Background: an optimization exercise with open tools, aiming at small area and a short achievable clock period. Do not read the settings as production practice. At most, simulation tests tie the RTL to the original design; equivalence was not proved. Power is estimated from default activity; no workload was simulated.

==> inputs of run H <==
// sparc_exu_alu
module sparc_exu_alu
(
   alu_byp_rd_data_e, exu_ifu_brpc_e, exu_lsu_ldst_va_e,
   exu_lsu_early_va_e, exu_mmu_early_va_e, alu_ecl_add_n64_e,
   alu_ecl_add_n32_e, alu_ecl_log_n64_e, alu_ecl_log_n32_e,
   alu_ecl_zhigh_e, alu_ecl_zlow_e, exu_ifu_regz_e,
   alu_ecl_adderin2_63_e, alu_ecl_adderin2_31_e,
   alu_ecl_adder_out_63_e, alu_ecl_cout32_e, alu_ecl_cout64_e_l,
   alu_ecl_mem_addr_invalid_e_l,
   cen, rclk, byp_alu_rs1_data_e, byp_alu_rs2_data_e_l,
   byp_alu_rs3_data_e, byp_alu_rcc_data_e, ecl_alu_cin_e,
   ifu_exu_invert_d, ecl_alu_log_sel_and_e, ecl_alu_log_sel_or_e,
   ecl_alu_log_sel_xor_e, ecl_alu_log_sel_move_e,
   ecl_alu_out_sel_sum_e_l, ecl_alu_out_sel_rs3_e_l,
   ecl_alu_out_sel_shift_e_l, ecl_alu_out_sel_logic_e_l,
   shft_alu_shift_out_e, ecl_alu_sethi_inst_e, ifu_lsu_casa_e
   );
   input cen;
   input rclk;
   input [63:0] byp_alu_rs1_data_e;
   input [63:0] byp_alu_rs2_data_e_l;
   input [63:0] byp_alu_rs3_data_e;
   input [63:0] byp_alu_rcc_data_e;
   input        ecl_alu_cin_e;
   input        ifu_exu_invert_d;
   input        ecl_alu_log_sel_and_e;
   input        ecl_alu_log_sel_or_e;
   input        ecl_alu_log_sel_xor_e;
   input        ecl_alu_log_sel_move_e;
   input        ecl_alu_out_sel_sum_e_l;
   input        ecl_alu_out_sel_rs3_e_l;
   input        ecl_alu_out_sel_shift_e_l;
   input        ecl_alu_out_sel_logic_e_l;
   input [63:0] shft_alu_shift_out_e;
   input        ecl_alu_sethi_inst_e;
   input        ifu_lsu_casa_e;
   output [63:0] alu_byp_rd_data_e;
   output [47:0] exu_ifu_brpc_e;
   output [47:0] exu_lsu_ldst_va_e;
   output [10:3] exu_lsu_early_va_e;
   output [7:0]  exu_mmu_early_va_e;
   output        alu_ecl_add_n64_e;
   output        alu_ecl_add_n32_e;
   output        alu_ecl_log_n64_e;
   output        alu_ecl_log_n32_e;
   output        alu_ecl_zhigh_e;
   output        alu_ecl_zlow_e;
   output        exu_ifu_regz_e;
   output        alu_ecl_adderin2_63_e;
   output        alu_ecl_adderin2_31_e;
   output        alu_ecl_adder_out_63_e;
   output        alu_ecl_cout32_e;
  ...
clock: 9.0 ns
lec_check: 0
cap_margin: 20
core_margin: 2
core_utilization: 43
cts_buf_list: sky130_fd_sc_hd__clkbuf_8
cts_cluster_diameter: 100
cts_cluster_size: 30
setup_slack_margin: 2.85
slew_margin: 20
synth_hierarchical: 1
standard.sh (not shown) runs the stock make flow with config.mk's settings and CLKGATE_MAP_FILE= SYNTH_SCRIPT=/design/flow/synth_recipe.tcl, a recipe that flattens the netlist after the stock synthesis.
==> flow/flow/run.sh <==
#!/bin/bash
# The standard layout (standard.sh) with two changes:
#  - the smallest buffer (buf_1) on every port;
#  - synthesis maps with ABC script flow/abc.script (in a copy of ORFS's
#    scripts folder, where it replaces abc_speed.script).
# Extra ORFS settings: 'CTS_ARGS=-sink_clustering_enable -repair_clock_nets -sink_clustering_size 30 -sink_clustering_max_diameter 100 -buf_list sky130_fd_sc_hd__clkbuf_8 -dont_use_dummy_load'
# Each ORFS step writes its full log under orfs/logs/; make's output goes to
# standard_flow.log.
set -euo pipefail
rm -rf scripts_abc
cp -r "$FLOW_HOME/scripts" scripts_abc
cp flow/abc.script scripts_abc/abc_speed.script
export BUFFER_PORTS_ARGS="-buffer_cell sky130_fd_sc_hd__buf_1"
bash standard.sh SCRIPTS_DIR="$PWD/scripts_abc" 'CTS_ARGS=-sink_clustering_enable -repair_clock_nets -sink_clustering_size 30 -sink_clustering_max_diameter 100 -buf_list sky130_fd_sc_hd__clkbuf_8 -dont_use_dummy_load' finish > standard_flow.log 2>&1
==> flow/flow/abc.script <==
&get -n
&st
&syn2
&dch -f
&nf -p -R 10
&put
topo
stime -c
dnsize -c
==> run K (differences from run H) <==
--- a/flow/design.v
+++ b/flow/design.v
@@ -57,13 +57,13 @@
    wire        cin = ecl_alu_cin_e;
    reg invert_e;
    always @(posedge rclk) invert_e <= ifu_exu_invert_d;
    wire [63:0] b;
    alu_bx bx (.rs2_l(byp_alu_rs2_data_e_l), .inv(invert_e), .b(b));
    wire [63:0] p, gn, tn;
-   alu_pgen pgen (.gn(gn), .tn(tn), .p(p));
+   alu_pgen pgen (.a(a), .b(b), .p(p));
    alu_gt gtgen (.a(a), .b(b), .gn(gn), .tn(tn));
    wire [63:0] g = ~gn, t = ~tn;
    wire [64:0] c;
    alu_carry carry (.gn(gn), .tn(tn), .cin(cin), .c(c));
    wire [63:0] sum;
    alu_sum sumx (.p(p), .c(c[63:0]), .s(sum));
@@ -71,17 +71,17 @@
    always @(posedge rclk) if (cen) sum_q <= sum;
    wire s_g = ecl_alu_log_sel_and_e | ecl_alu_log_sel_or_e;
    wire s_p = ecl_alu_log_sel_or_e | ecl_alu_log_sel_xor_e;
    wire s_mlo = ecl_alu_log_sel_move_e;
    wire s_mhi = ecl_alu_log_sel_move_e & ~ecl_alu_sethi_inst_e;
    wire o_lg = ~ecl_alu_out_sel_logic_e_l;
-   wire [63:0] lk;
+   wire [63:0] gk, mk;
    alu_lterm lterm (.gn(gn), .rs2_l(byp_alu_rs2_data_e_l), .kgn(~(s_g & o_lg)),
-                    .kmn_lo(~(s_mlo & o_lg)), .kmn_hi(~(s_mhi & o_lg)), .lk(lk));
+                    .kmn_lo(~(s_mlo & o_lg)), .kmn_hi(~(s_mhi & o_lg)), .gk(gk), .mk(mk));
    alu_rdmux rdmux (.sum_q(sum_q), .rs3(byp_alu_rs3_data_e), .sh(shft_alu_shift_out_e),
-                    .p(p), .lk(lk), .sel_sum(~ecl_alu_out_sel_sum_e_l),
+                    .p(p), .gk(gk), .mk(mk), .sel_sum(~ecl_alu_out_sel_sum_e_l),
                     .sel_rs3(~ecl_alu_out_sel_rs3_e_l), .sel_sh(~ecl_alu_out_sel_shift_e_l),
                     .kp(s_p & o_lg), .rd(alu_byp_rd_data_e));
    assign alu_ecl_log_n64_e = (~gn[63] & s_g) | (p[63] & s_p) | (rs2[63] & s_mhi);
    assign alu_ecl_log_n32_e = (~gn[31] & s_g) | (p[31] & s_p) | (rs2[31] & s_mlo);
    wire zg_lo, zg_hi, zt_lo, zt_hi, zp_lo, zp_hi, zm_lo, zm_hi;
    alu_o64 gz (.x(gn), .olo(zg_lo), .ohi(zg_hi));
@@ -116,16 +116,16 @@
 module alu_bx (rs2_l, inv, b);
    input [63:0] rs2_l;
    input inv;
    output [63:0] b;
    assign b = ~rs2_l ^ {64{inv}};
 endmodule
-module alu_pgen (gn, tn, p);
-   input [63:0] gn, tn;
+module alu_pgen (a, b, p);
+   input [63:0] a, b;
    output [63:0] p;
-   assign p = gn & ~tn;
+   assign p = a ^ b;
 endmodule
 module alu_gt (a, b, gn, tn);
    input [63:0] a, b;
    output [63:0] gn, tn;
    assign gn = ~(a & b);
    assign tn = ~(a | b);
@@ -144,24 +144,25 @@
    wire s_p = sel_or | sel_xor;
    wire s_mlo = sel_mov;
    wire s_mhi = sel_mov & ~sethi;
    assign lgn = ~((g & {64{s_g}}) | (p & {64{s_p}}) |
                   (rs2 & {{32{s_mhi}}, {32{s_mlo}}}));
 endmodule
-module alu_lterm (gn, rs2_l, kgn, kmn_lo, kmn_hi, lk);
+module alu_lterm (gn, rs2_l, kgn, kmn_lo, kmn_hi, gk, mk);
    input [63:0] gn, rs2_l;
    input kgn, kmn_lo, kmn_hi;
-   output [63:0] lk;
-   assign lk = ~((gn | {64{kgn}}) & (rs2_l | {{32{kmn_hi}}, {32{kmn_lo}}}));
+   output [63:0] gk, mk;
+   assign gk = ~(gn | {64{kgn}});
+   assign mk = ~(rs2_l | {{32{kmn_hi}}, {32{kmn_lo}}});
 endmodule
-module alu_rdmux (sum_q, rs3, sh, p, lk, sel_sum, sel_rs3, sel_sh, kp, rd);
-   input [63:0] sum_q, rs3, sh, p, lk;
+module alu_rdmux (sum_q, rs3, sh, p, gk, mk, sel_sum, sel_rs3, sel_sh, kp, rd);
+   input [63:0] sum_q, rs3, sh, p, gk, mk;
    input sel_sum, sel_rs3, sel_sh, kp;
    output [63:0] rd;
    wire [63:0] y0n = ~((sum_q & {64{sel_sum}}) | (rs3 & {64{sel_rs3}}) | (sh & {64{sel_sh}}));
-   wire [63:0] y1n = ~((p & {64{kp}}) | lk);
+   wire [63:0] y1n = ~((p & {64{kp}}) | gk | mk);
    assign rd = ~(y0n & y1n);
 endmodule
 module alu_outmux (sum_q, rs3, sh, lgn, sel_sum, sel_rs3, sel_sh, sel_lg_l, rd);
    input [63:0] sum_q, rs3, sh, lgn;
    input sel_sum, sel_rs3, sel_sh, sel_lg_l;
    output [63:0] rd;
- CORE_UTILIZATION: 43 -> 40
- SETUP_SLACK_MARGIN: 2.85 -> 3.0
==> notes <==
- Die area: run H is smaller than run K (11%).
- Between run K and run H, the lower hold slack is in run H (gap 110 ps).
- Maximum frequency: run K is smaller than run H (about 1.3%).
- Of run K and run H, run K has the higher non-clock buffer count (gap 4).
For run K, only the layout was checked, not whether the RTL still works.


==> job 3094: inputs <==
sparc_exu_alu, a different RTL version from the one above (not shown whole).
Settings: LEC_CHECK=0, CAP_MARGIN=20, CORE_MARGIN=2, CORE_UTILIZATION=40, CTS_BUF_LIST=sky130_fd_sc_hd__clkbuf_8, CTS_CLUSTER_DIAMETER=100, CTS_CLUSTER_SIZE=30, SETUP_SLACK_MARGIN=3.0, SLEW_MARGIN=20, SYNTH_HIERARCHICAL=1; clock period 9.0 ns.
==> flow/flow/run.sh <==
#!/bin/bash
# The standard layout (standard.sh) with two changes:
#  - the smallest buffer (buf_1) on every port;
#  - synthesis maps with ABC script flow/abc.script (in a copy of ORFS's
#    scripts folder, where it replaces abc_speed.script).
# Extra ORFS settings: 
# Each ORFS step writes its full log under orfs/logs/; make's output goes to
# standard_flow.log.
set -euo pipefail
rm -rf scripts_abc
cp -r "$FLOW_HOME/scripts" scripts_abc
cp flow/abc.script scripts_abc/abc_speed.script
export BUFFER_PORTS_ARGS="-buffer_cell sky130_fd_sc_hd__buf_1"
bash standard.sh SCRIPTS_DIR="$PWD/scripts_abc"  finish > standard_flow.log 2>&1
==> flow/flow/abc.script <==
&get -n
&st
&syn2
&dch -f
&nf -p -R 10
&put
buffer -c
topo
stime -c
dnsize -c
==> inputs of job 7188, as changes to job 3094 <==
--- a/flow/design.v
+++ b/flow/design.v
@@ -56,41 +56,42 @@
    wire [63:0] rs2 = ~byp_alu_rs2_data_e_l;
    wire        cin = ecl_alu_cin_e;
    reg invert_e;
    always @(posedge rclk) invert_e <= ifu_exu_invert_d;
    wire [63:0] b;
    alu_bx bx (.rs2_l(byp_alu_rs2_data_e_l), .inv(invert_e), .b(b));
    wire [63:0] p, gn, tn;
-   alu_pgen pgen (.a(a), .b(b), .p(p));
+   alu_pgen pgen (.gn(gn), .tn(tn), .p(p));
    alu_gt gtgen (.a(a), .b(b), .gn(gn), .tn(tn));
    wire [63:0] g = ~gn, t = ~tn;
    wire [64:0] c;
    alu_carry carry (.gn(gn), .tn(tn), .cin(cin), .c(c));
    wire [63:0] sum;
    alu_sum sumx (.p(p), .c(c[63:0]), .s(sum));
    reg [63:0] sum_q;
    always @(posedge rclk) if (cen) sum_q <= sum;
    wire s_g = ecl_alu_log_sel_and_e | ecl_alu_log_sel_or_e;
    wire s_p = ecl_alu_log_sel_or_e | ecl_alu_log_sel_xor_e;
    wire s_mlo = ecl_alu_log_sel_move_e;
    wire s_mhi = ecl_alu_log_sel_move_e & ~ecl_alu_sethi_inst_e;
    wire o_lg = ~ecl_alu_out_sel_logic_e_l;
-   wire [63:0] gk, mk;
+   wire [63:0] lk;
    alu_lterm lterm (.gn(gn), .rs2_l(byp_alu_rs2_data_e_l), .kgn(~(s_g & o_lg)),
-                    .kmn_lo(~(s_mlo & o_lg)), .kmn_hi(~(s_mhi & o_lg)), .gk(gk), .mk(mk));
+                    .kmn_lo(~(s_mlo & o_lg)), .kmn_hi(~(s_mhi & o_lg)), .lk(lk));
    alu_rdmux rdmux (.sum_q(sum_q), .rs3(byp_alu_rs3_data_e), .sh(shft_alu_shift_out_e),
-                    .p(p), .gk(gk), .mk(mk), .sel_sum(~ecl_alu_out_sel_sum_e_l),
+                    .p(p), .lk(lk), .sel_sum(~ecl_alu_out_sel_sum_e_l),
                     .sel_rs3(~ecl_alu_out_sel_rs3_e_l), .sel_sh(~ecl_alu_out_sel_shift_e_l),
                     .kp(s_p & o_lg), .rd(alu_byp_rd_data_e));
    assign alu_ecl_log_n64_e = (~gn[63] & s_g) | (p[63] & s_p) | (rs2[63] & s_mhi);
    assign alu_ecl_log_n32_e = (~gn[31] & s_g) | (p[31] & s_p) | (rs2[31] & s_mlo);
    wire zg_lo, zg_hi, zt_lo, zt_hi, zp_lo, zp_hi, zm_lo, zm_hi;
    alu_o64 gz (.x(gn), .olo(zg_lo), .ohi(zg_hi));
-   alu_o64 tz (.x(tn), .olo(zt_lo), .ohi(zt_hi));
    alu_z64 pz (.x(p), .zlo(zp_lo), .zhi(zp_hi), .z());
+   assign zt_lo = zg_lo & zp_lo;
+   assign zt_hi = zg_hi & zp_hi;
    alu_o64 mz (.x(byp_alu_rs2_data_e_l), .olo(zm_lo), .ohi(zm_hi));
    assign lg_zlo = (ecl_alu_log_sel_and_e & zg_lo) | (ecl_alu_log_sel_or_e & zt_lo) |
                    (ecl_alu_log_sel_xor_e & zp_lo) | (ecl_alu_log_sel_move_e & zm_lo);
    assign lg_zhi = (ecl_alu_log_sel_and_e & zg_hi) | (ecl_alu_log_sel_or_e & zt_hi) |
                    (ecl_alu_log_sel_xor_e & zp_hi) |
                    (ecl_alu_log_sel_move_e & (zm_hi | ecl_alu_sethi_inst_e));
    wire spr_zlo, spr_zhi, lg_zlo, lg_zhi;
@@ -114,18 +115,18 @@
 endmodule
 module alu_bx (rs2_l, inv, b);
    input [63:0] rs2_l;
    input inv;
    output [63:0] b;
    assign b = ~rs2_l ^ {64{inv}};
 endmodule
-module alu_pgen (a, b, p);
-   input [63:0] a, b;
+module alu_pgen (gn, tn, p);
+   input [63:0] gn, tn;
    output [63:0] p;
-   assign p = a ^ b;
+   assign p = gn & ~tn;
 endmodule
 module alu_gt (a, b, gn, tn);
    input [63:0] a, b;
    output [63:0] gn, tn;
    assign gn = ~(a & b);
    assign tn = ~(a | b);
 endmodule
@@ -142,27 +143,26 @@
    wire s_g = sel_and | sel_or;
    wire s_p = sel_or | sel_xor;
    wire s_mlo = sel_mov;
    wire s_mhi = sel_mov & ~sethi;
    assign lgn = ~((g & {64{s_g}}) | (p & {64{s_p}}) |
                   (rs2 & {{32{s_mhi}}, {32{s_mlo}}}));
 endmodule
-module alu_lterm (gn, rs2_l, kgn, kmn_lo, kmn_hi, gk, mk);
+module alu_lterm (gn, rs2_l, kgn, kmn_lo, kmn_hi, lk);
    input [63:0] gn, rs2_l;
    input kgn, kmn_lo, kmn_hi;
-   output [63:0] gk, mk;
-   assign gk = ~(gn | {64{kgn}});
-   assign mk = ~(rs2_l | {{32{kmn_hi}}, {32{kmn_lo}}});
+   output [63:0] lk;
+   assign lk = ~((gn | {64{kgn}}) & (rs2_l | {{32{kmn_hi}}, {32{kmn_lo}}}));
 endmodule
-module alu_rdmux (sum_q, rs3, sh, p, gk, mk, sel_sum, sel_rs3, sel_sh, kp, rd);
-   input [63:0] sum_q, rs3, sh, p, gk, mk;
+module alu_rdmux (sum_q, rs3, sh, p, lk, sel_sum, sel_rs3, sel_sh, kp, rd);
+   input [63:0] sum_q, rs3, sh, p, lk;
    input sel_sum, sel_rs3, sel_sh, kp;
    output [63:0] rd;
    wire [63:0] y0n = ~((sum_q & {64{sel_sum}}) | (rs3 & {64{sel_rs3}}) | (sh & {64{sel_sh}}));
-   wire [63:0] y1n = ~((p & {64{kp}}) | gk | mk);
+   wire [63:0] y1n = ~((p & {64{kp}}) | lk);
    assign rd = ~(y0n & y1n);
 endmodule
 module alu_outmux (sum_q, rs3, sh, lgn, sel_sum, sel_rs3, sel_sh, sel_lg_l, rd);
    input [63:0] sum_q, rs3, sh, lgn;
    input sel_sum, sel_rs3, sel_sh, sel_lg_l;
    output [63:0] rd;
    wire [63:0] y0n = ~((sum_q & {64{sel_sum}}) | (rs3 & {64{sel_rs3}}));
==> flow/flow/run.sh (replaced) <==
#!/bin/bash
# The standard layout (standard.sh) with two changes:
#  - the smallest buffer (buf_1) on every port;
#  - synthesis maps with ABC script flow/abc.script (in a copy of ORFS's
#    scripts folder, where it replaces abc_speed.script).
# Extra ORFS settings: 'CTS_ARGS=-sink_clustering_enable -repair_clock_nets -sink_clustering_size 30 -sink_clustering_max_diameter 100 -buf_list sky130_fd_sc_hd__clkbuf_8 -dont_use_dummy_load'
# Each ORFS step writes its full log under orfs/logs/; make's output goes to
# standard_flow.log.
set -euo pipefail
rm -rf scripts_abc
cp -r "$FLOW_HOME/scripts" scripts_abc
cp flow/abc.script scripts_abc/abc_speed.script
export BUFFER_PORTS_ARGS="-buffer_cell sky130_fd_sc_hd__buf_1"
bash standard.sh SCRIPTS_DIR="$PWD/scripts_abc" 'CTS_ARGS=-sink_clustering_enable -repair_clock_nets -sink_clustering_size 30 -sink_clustering_max_diameter 100 -buf_list sky130_fd_sc_hd__clkbuf_8 -dont_use_dummy_load' finish > standard_flow.log 2>&1
==> flow/flow/abc.script (replaced) <==
&get -n
&st
&syn2
&dch -f
&nf -p -R 10
&put
topo
stime -c
dnsize -c
Settings changed: SETUP_SLACK_MARGIN 3.0 to 2.7.
==> inputs of job 9453, as changes to job 3094 <==
--- a/flow/design.v
+++ b/flow/design.v
@@ -56,41 +56,42 @@
    wire [63:0] rs2 = ~byp_alu_rs2_data_e_l;
    wire        cin = ecl_alu_cin_e;
    reg invert_e;
    always @(posedge rclk) invert_e <= ifu_exu_invert_d;
    wire [63:0] b;
    alu_bx bx (.rs2_l(byp_alu_rs2_data_e_l), .inv(invert_e), .b(b));
    wire [63:0] p, gn, tn;
-   alu_pgen pgen (.a(a), .b(b), .p(p));
+   alu_pgen pgen (.gn(gn), .tn(tn), .p(p));
    alu_gt gtgen (.a(a), .b(b), .gn(gn), .tn(tn));
    wire [63:0] g = ~gn, t = ~tn;
    wire [64:0] c;
    alu_carry carry (.gn(gn), .tn(tn), .cin(cin), .c(c));
    wire [63:0] sum;
    alu_sum sumx (.p(p), .c(c[63:0]), .s(sum));
    reg [63:0] sum_q;
    always @(posedge rclk) if (cen) sum_q <= sum;
    wire s_g = ecl_alu_log_sel_and_e | ecl_alu_log_sel_or_e;
    wire s_p = ecl_alu_log_sel_or_e | ecl_alu_log_sel_xor_e;
    wire s_mlo = ecl_alu_log_sel_move_e;
    wire s_mhi = ecl_alu_log_sel_move_e & ~ecl_alu_sethi_inst_e;
    wire o_lg = ~ecl_alu_out_sel_logic_e_l;
-   wire [63:0] gk, mk;
+   wire [63:0] lk;
    alu_lterm lterm (.gn(gn), .rs2_l(byp_alu_rs2_data_e_l), .kgn(~(s_g & o_lg)),
-                    .kmn_lo(~(s_mlo & o_lg)), .kmn_hi(~(s_mhi & o_lg)), .gk(gk), .mk(mk));
+                    .kmn_lo(~(s_mlo & o_lg)), .kmn_hi(~(s_mhi & o_lg)), .lk(lk));
    alu_rdmux rdmux (.sum_q(sum_q), .rs3(byp_alu_rs3_data_e), .sh(shft_alu_shift_out_e),
-                    .p(p), .gk(gk), .mk(mk), .sel_sum(~ecl_alu_out_sel_sum_e_l),
+                    .p(p), .lk(lk), .sel_sum(~ecl_alu_out_sel_sum_e_l),
                     .sel_rs3(~ecl_alu_out_sel_rs3_e_l), .sel_sh(~ecl_alu_out_sel_shift_e_l),
                     .kp(s_p & o_lg), .rd(alu_byp_rd_data_e));
    assign alu_ecl_log_n64_e = (~gn[63] & s_g) | (p[63] & s_p) | (rs2[63] & s_mhi);
    assign alu_ecl_log_n32_e = (~gn[31] & s_g) | (p[31] & s_p) | (rs2[31] & s_mlo);
    wire zg_lo, zg_hi, zt_lo, zt_hi, zp_lo, zp_hi, zm_lo, zm_hi;
    alu_o64 gz (.x(gn), .olo(zg_lo), .ohi(zg_hi));
-   alu_o64 tz (.x(tn), .olo(zt_lo), .ohi(zt_hi));
    alu_z64 pz (.x(p), .zlo(zp_lo), .zhi(zp_hi), .z());
+   assign zt_lo = zg_lo & zp_lo;
+   assign zt_hi = zg_hi & zp_hi;
    alu_o64 mz (.x(byp_alu_rs2_data_e_l), .olo(zm_lo), .ohi(zm_hi));
    assign lg_zlo = (ecl_alu_log_sel_and_e & zg_lo) | (ecl_alu_log_sel_or_e & zt_lo) |
                    (ecl_alu_log_sel_xor_e & zp_lo) | (ecl_alu_log_sel_move_e & zm_lo);
    assign lg_zhi = (ecl_alu_log_sel_and_e & zg_hi) | (ecl_alu_log_sel_or_e & zt_hi) |
                    (ecl_alu_log_sel_xor_e & zp_hi) |
                    (ecl_alu_log_sel_move_e & (zm_hi | ecl_alu_sethi_inst_e));
    wire spr_zlo, spr_zhi, lg_zlo, lg_zhi;
@@ -114,18 +115,18 @@
 endmodule
 module alu_bx (rs2_l, inv, b);
    input [63:0] rs2_l;
    input inv;
    output [63:0] b;
    assign b = ~rs2_l ^ {64{inv}};
 endmodule
-module alu_pgen (a, b, p);
-   input [63:0] a, b;
+module alu_pgen (gn, tn, p);
+   input [63:0] gn, tn;
    output [63:0] p;
-   assign p = a ^ b;
+   assign p = gn & ~tn;
 endmodule
 module alu_gt (a, b, gn, tn);
    input [63:0] a, b;
    output [63:0] gn, tn;
    assign gn = ~(a & b);
    assign tn = ~(a | b);
 endmodule
@@ -142,27 +143,26 @@
    wire s_g = sel_and | sel_or;
    wire s_p = sel_or | sel_xor;
    wire s_mlo = sel_mov;
    wire s_mhi = sel_mov & ~sethi;
    assign lgn = ~((g & {64{s_g}}) | (p & {64{s_p}}) |
                   (rs2 & {{32{s_mhi}}, {32{s_mlo}}}));
 endmodule
-module alu_lterm (gn, rs2_l, kgn, kmn_lo, kmn_hi, gk, mk);
+module alu_lterm (gn, rs2_l, kgn, kmn_lo, kmn_hi, lk);
    input [63:0] gn, rs2_l;
    input kgn, kmn_lo, kmn_hi;
-   output [63:0] gk, mk;
-   assign gk = ~(gn | {64{kgn}});
-   assign mk = ~(rs2_l | {{32{kmn_hi}}, {32{kmn_lo}}});
+   output [63:0] lk;
+   assign lk = ~((gn | {64{kgn}}) & (rs2_l | {{32{kmn_hi}}, {32{kmn_lo}}}));
 endmodule
-module alu_rdmux (sum_q, rs3, sh, p, gk, mk, sel_sum, sel_rs3, sel_sh, kp, rd);
-   input [63:0] sum_q, rs3, sh, p, gk, mk;
+module alu_rdmux (sum_q, rs3, sh, p, lk, sel_sum, sel_rs3, sel_sh, kp, rd);
+   input [63:0] sum_q, rs3, sh, p, lk;
    input sel_sum, sel_rs3, sel_sh, kp;
    output [63:0] rd;
    wire [63:0] y0n = ~((sum_q & {64{sel_sum}}) | (rs3 & {64{sel_rs3}}) | (sh & {64{sel_sh}}));
-   wire [63:0] y1n = ~((p & {64{kp}}) | gk | mk);
+   wire [63:0] y1n = ~((p & {64{kp}}) | lk);
    assign rd = ~(y0n & y1n);
 endmodule
 module alu_outmux (sum_q, rs3, sh, lgn, sel_sum, sel_rs3, sel_sh, sel_lg_l, rd);
    input [63:0] sum_q, rs3, sh, lgn;
    input sel_sum, sel_rs3, sel_sh, sel_lg_l;
    output [63:0] rd;
    wire [63:0] y0n = ~((sum_q & {64{sel_sum}}) | (rs3 & {64{sel_rs3}}));
==> flow/flow/run.sh (replaced) <==
#!/bin/bash
# The standard layout (standard.sh) with two changes:
#  - the smallest buffer (buf_1) on every port;
#  - synthesis maps with ABC script flow/abc.script (in a copy of ORFS's
#    scripts folder, where it replaces abc_speed.script).
# Extra ORFS settings: 'CTS_ARGS=-sink_clustering_enable -repair_clock_nets -sink_clustering_size 30 -sink_clustering_max_diameter 100 -buf_list sky130_fd_sc_hd__clkbuf_8 -dont_use_dummy_load'
# Each ORFS step writes its full log under orfs/logs/; make's output goes to
# standard_flow.log.
set -euo pipefail
rm -rf scripts_abc
cp -r "$FLOW_HOME/scripts" scripts_abc
cp flow/abc.script scripts_abc/abc_speed.script
export BUFFER_PORTS_ARGS="-buffer_cell sky130_fd_sc_hd__buf_1"
bash standard.sh SCRIPTS_DIR="$PWD/scripts_abc" 'CTS_ARGS=-sink_clustering_enable -repair_clock_nets -sink_clustering_size 30 -sink_clustering_max_diameter 100 -buf_list sky130_fd_sc_hd__clkbuf_8 -dont_use_dummy_load' finish > standard_flow.log 2>&1
==> flow/flow/abc.script (replaced) <==
&get -n
&st
&syn2
&dch -f
&nf -p -R 10
&put
topo
stime -c
dnsize -c
Settings changed: TNS_END_PERCENT set to 0.
==> Implementation_results.wiki <==
{| class="wikitable"
! Metric !! Value
|-
| Final estimated routing congestion in global placement || roughly 1
|-
| Ratio of cells with drive above 1 in the final layout || 0.0682
|-
| Run status || finished clean
|-
| Power dissipated by switching net loads || around 850 uW
|-
| Total area of multi-input combinational cells || 7340 sq um
|-
| Top library cells by usage in the layout, fill and taps aside || buf_1, nor2_1, nand2_1
|}
That was job 3094.
==> Implementation_results.wiki <==
{| class="wikitable"
! Metric !! Value
|-
| Run status || finished clean
|-
| Total area of multi-input combinational cells || about 6600 sq um
|-
| Final estimated routing congestion in global placement || approximately 0.96
|-
| Power dissipated by switching net loads || 756 uW
|-
| Ratio of cells with drive above 1 in the final layout || 0.0418
|}
That was job 9453.
==> Implementation_results.wiki <==
{| class="wikitable"
! Metric !! Value
|-
| Run status || finished clean
|-
| DRC violation count after routing || 0
|-
| Power dissipated by switching net loads || 748 uW
|-
| Total area of multi-input combinational cells || between 6000 and 7000 sq um
|-
| Post CTS Setup Buffer Count || 1
|-
| Top library cells by usage in the layout, fill and taps aside || buf_1, nand2_1, xnor2_1
|-
| Final estimated routing congestion in global placement || around 0.96
|-
| Total number of nets in the final design || around 2000
|-
| Ratio of cells with drive above 1 in the final layout || 0.0222
|}
That was job 7188.

[port drivers added, routing unchanged]
How much do the figures lean on ideal ports? The routed layouts below were timed once more, with nothing changed but the port constraints. Step 1 sets driving cells, clkbuf_16 on the clock port and buf_2 on the other inputs (assumed; they add their load-dependent delay and slew). Step 2 adds t to the input delays and takes it off the output delays; t is the mean of the earliest and latest rising clock arrival at the registers after step 1. Input paths then give back, and output paths get back, about the clock's delay inside the block. Slacks: ideal / step 1 / step 2; pairs: ideal / step 1.
run	shift t [ns]	setup WS [ns]	latest minus earliest clock arrival (ns)
run H	0.413	3.052 / 3.005 / 3.005	0.030 / 0.030
run K	0.418	2.976 / 2.949 / 2.949	0.031 / 0.031
job 3094	0.412	3.030 / 3.006 / 3.006	0.009 / 0.009
job 7188	0.408	2.845 / 2.824 / 2.824	0.013 / 0.013
job 9453	0.408	3.002 / 2.966 / 2.966	0.013 / 0.013
After both steps every run listed still meets setup and hold. The setup slack of run H, which loses most, moves by -0.047 ns with the drivers and by -0.047 ns with both steps.
